From an optimization exercise on the open Yosys and OpenROAD flow, aimed at a short achievable clock period and few clock cycles; shortcuts taken in it are not production practice. The RTL was checked by simulation tests, not by an equivalence proof against the original design. Power figures rest on the tool's default switching activity, not on a simulated workload.

==> trial 16: inputs <==
==> flow/design.v (excerpt) <==
module cpu_add(
    input clk,
    input reset,
    output [31:0] mem_addr,
    output mem_wr,
    output [31:0] mem_wdata,
    input  [31:0] mem_rdata
);
    localparam QD = 6;           
    localparam K_NONE = 3'd0, K_LOAD = 3'd1, K_ADDM = 3'd2, K_SHSB = 3'd3, K_TRAP = 3'd4;
    reg  [15:0] ma_lo;           
    reg  [15:0] ma_hi;           
    reg         boot;            
    reg         mwr;
    reg  [31:0] mwd;
    assign mem_addr  = {ma_hi, ma_lo};
    assign mem_wr    = mwr;
    assign mem_wdata = mwd;
    reg         s0v, s1v, s2v;
    reg  [31:0] s0pc, s1pc, s2pc;
    reg  [7:0]  s1pg, s1pgm, s1pgp, s2pg, s2pgm, s2pgp;
    reg  [31:0] ras;             
    reg         s1bt, s2bt;      
    reg  [15:0] s1bi, s2bi;      
    localparam NB = 4;
    reg  [NB-1:0] bv;
    reg  [29:0] btag [0:NB-1];
    reg  [15:0] bimm [0:NB-1];
    reg  [31:0] btgt [0:NB-1];
    reg  [1:0]  brr;
    reg  [1:0]  skc;
    reg         fold_arm, fold_v;
    reg  [31:0] fold_ra, fold_tgt;
    reg  [7:0]  fold_pg, fold_pgm, fold_pgp;
    reg  [2:0]  d0k, d1k, d2k;
    reg  [4:0]  d0r, d1r, d2r;   
    reg  [1:0]  d0z, d1z, d2z;   
    reg  [31:0] d0b, d1b, d2b;   
    reg  [31:0] d0a, d1a, d2a;   
    reg         amv;
    reg  [4:0]  amr;
    reg  [31:0] amd, amb;
    reg         tfl;
    reg         tpend;
    reg  [1:0]  tk;
    reg  [31:0] xpc_d;           
    reg  [31:0] R [0:31];
    reg  [31:0] rv;
    reg  [31:0] HI_r, LO_r, EPC_r;
    reg         hv, lv, ev;
    wire [31:0] HI  = hv ? HI_r : 32'd0;
    wire [31:0] LO  = lv ? LO_r : 32'd0;
    wire [31:0] EPC = ev ? EPC_r : 32'd0;
    reg  [31:0] q_ir  [0:QD-1];
    reg  [31:0] q_pc  [0:QD-1];
    reg  [31:0] q_jt  [0:QD-1];
    reg         q_pt  [0:QD-1];
    reg  [7:0]  q_pg  [0:QD-1];    
    reg  [7:0]  q_pgm [0:QD-1];
    reg  [7:0]  q_pgp [0:QD-1];
    reg  [QD-1:0] qv;              
  ...
Settings: LEC_CHECK=0, CAP_MARGIN=50, CORE_MARGIN=2, CORE_UTILIZATION=45, SLEW_MARGIN=50; clock period 18.0 ns.
standard.sh (not shown) runs the stock make flow with config.mk's settings and CLKGATE_MAP_FILE= SYNTH_SCRIPT=/design/flow/synth_recipe.tcl, a recipe that flattens the netlist after the stock synthesis.
==> flow/flow/run.sh <==
#!/bin/bash
# The standard layout, with two settings changed:
#  - timing repair is asked to leave more setup slack than the clock needs
#    (SETUP_SLACK_MARGIN), so that it sizes and buffers the critical paths;
#  - the buffers that the flow puts on every input and output port are
#    sky130_fd_sc_hd__buf_4 instead of the flow's default choice.
bash standard.sh SETUP_SLACK_MARGIN=12.5 "BUFFER_PORTS_ARGS=-buffer_cell sky130_fd_sc_hd__buf_4" finish > standard.log 2>&1
==> inputs of trial 72, as changes to trial 16 <==
==> flow/flow/run.sh (replaced) <==
#!/bin/bash
# The standard layout (standard.sh), with these settings changed:
#  - timing repair is asked to leave more setup slack than the clock needs
#    (SETUP_SLACK_MARGIN), so that it sizes and buffers the critical paths;
#  - the buffers that the flow puts on every input and output port are
#    sky130_fd_sc_hd__buf_4 instead of the flow's default choice;
#  - after global routing, antennas are repaired once more with a ratio
#    margin (flow/grt_antenna.tcl), and the repair after detailed routing may
#    take up to 10 rounds instead of 5.
here=$(pwd)
bash standard.sh SETUP_SLACK_MARGIN=12.5 \
  "BUFFER_PORTS_ARGS=-buffer_cell sky130_fd_sc_hd__buf_4" \
  POST_GLOBAL_ROUTE_TCL=$here/flow/grt_antenna.tcl \
  MAX_REPAIR_ANTENNAS_ITER_DRT=10 \
  finish > standard.log 2>&1
==> flow/flow/grt_antenna.tcl (new file) <==
# Run after global routing (ORFS POST_GLOBAL_ROUTE_TCL hook): repair antennas
# once more with a ratio margin, so that fewer are left for after detailed
# routing, then write the routing guides again for the added diodes.
repair_antennas -iterations 5 -ratio_margin 30
check_antennas -report_file $::env(REPORTS_DIR)/grt_antennas_margin.log
write_guides $::env(RESULTS_DIR)/route.guide
==> notes <==
Trial 72 produced a clean layout. Trial 16 finished but failed the layout checks on antenna rules. In global-route usage, trial 72 and trial 16 do not differ. Synthesized area is the same in trial 16 and trial 72. Against trial 72, the utilization of trial 16 is lower by 0.10 points. Hold slack: trial 72 is better than trial 16 (0.015 ns). Non-clock buffer count is the same in trial 72 and trial 16. In sequential cell count, trial 16 and trial 72 do not differ. Clock power is about the same in trial 16 and trial 72.
==> figures <==
| item | trial 72 | trial 16 |
|---|---|---|
| Req. time, crit path | 19.07 ns | 19.08 ns |
| Startpoint of the most critical setup path | wbd[4] | wbd[14] |
| Final worst path period need | 5.51 ns | 5.49 ns |
| Transition time at the pin with the least slew margin | 0.951 ns | 0.973 ns |
| Period utilisation layout | 30.6% | 30.5% |
| Data arrival time of the critical path | 6.58 ns | 6.57 ns |
| Wire length on met3 | 173000 µm | 170000 µm |
| Net load switching power | 12.4 mW | 12.4 mW |
| Number of diodes | 425 | 218 |
| Final std cell area, no fill | 0.264 mm² | 0.264 mm² |
| Fin Clk Skew | 0.159 ns | 0.158 ns |
| Average via count per standard cell | 6.88 | 6.92 |
| Routed wire length | 1180000 µm | 1180000 µm |
| Area growth syn-to-layout | 12.8% | 12.6% |
| Run status | timing/DRC/antenna clean | failed layout checks |
| Violated checks | - | antenna rules |
Testbench counts of trial 16, summed over its fixed seeds: cycles 16,815.
Testbench counts of trial 72, summed over its fixed seeds: cycles 16,815.

## re-timing with driven ports
How much do the figures lean on ideal ports? The routed layouts below were timed once more, with nothing changed but the port constraints. Step 1 assumes that a clkbuf_16 drives the clock port and a buf_2 every other input. Step 2 also shifts input and output timing later by t, the mid clock arrival at the registers, as if the neighbouring blocks saw the same clock. Slacks: ideal / step 1 / step 2; pairs: ideal / step 1.
run | t (ns) | setup WS [ns] | hold slack, ns | worst register clock-pin slew, ns | cell pins on the clock port's net
trial 16 | 1.212 | 12.508 / 12.380 / 12.025 | 0.293 / 0.293 / 0.293 | 0.07 / 0.07 | 1
trial 72 | 1.208 | 12.492 / 12.413 / 12.045 | 0.308 / 0.308 / 0.308 | 0.07 / 0.07 | 1
The setup slack of trial 16, which loses most, moves by -0.128 ns with the drivers and by -0.483 ns with both steps.
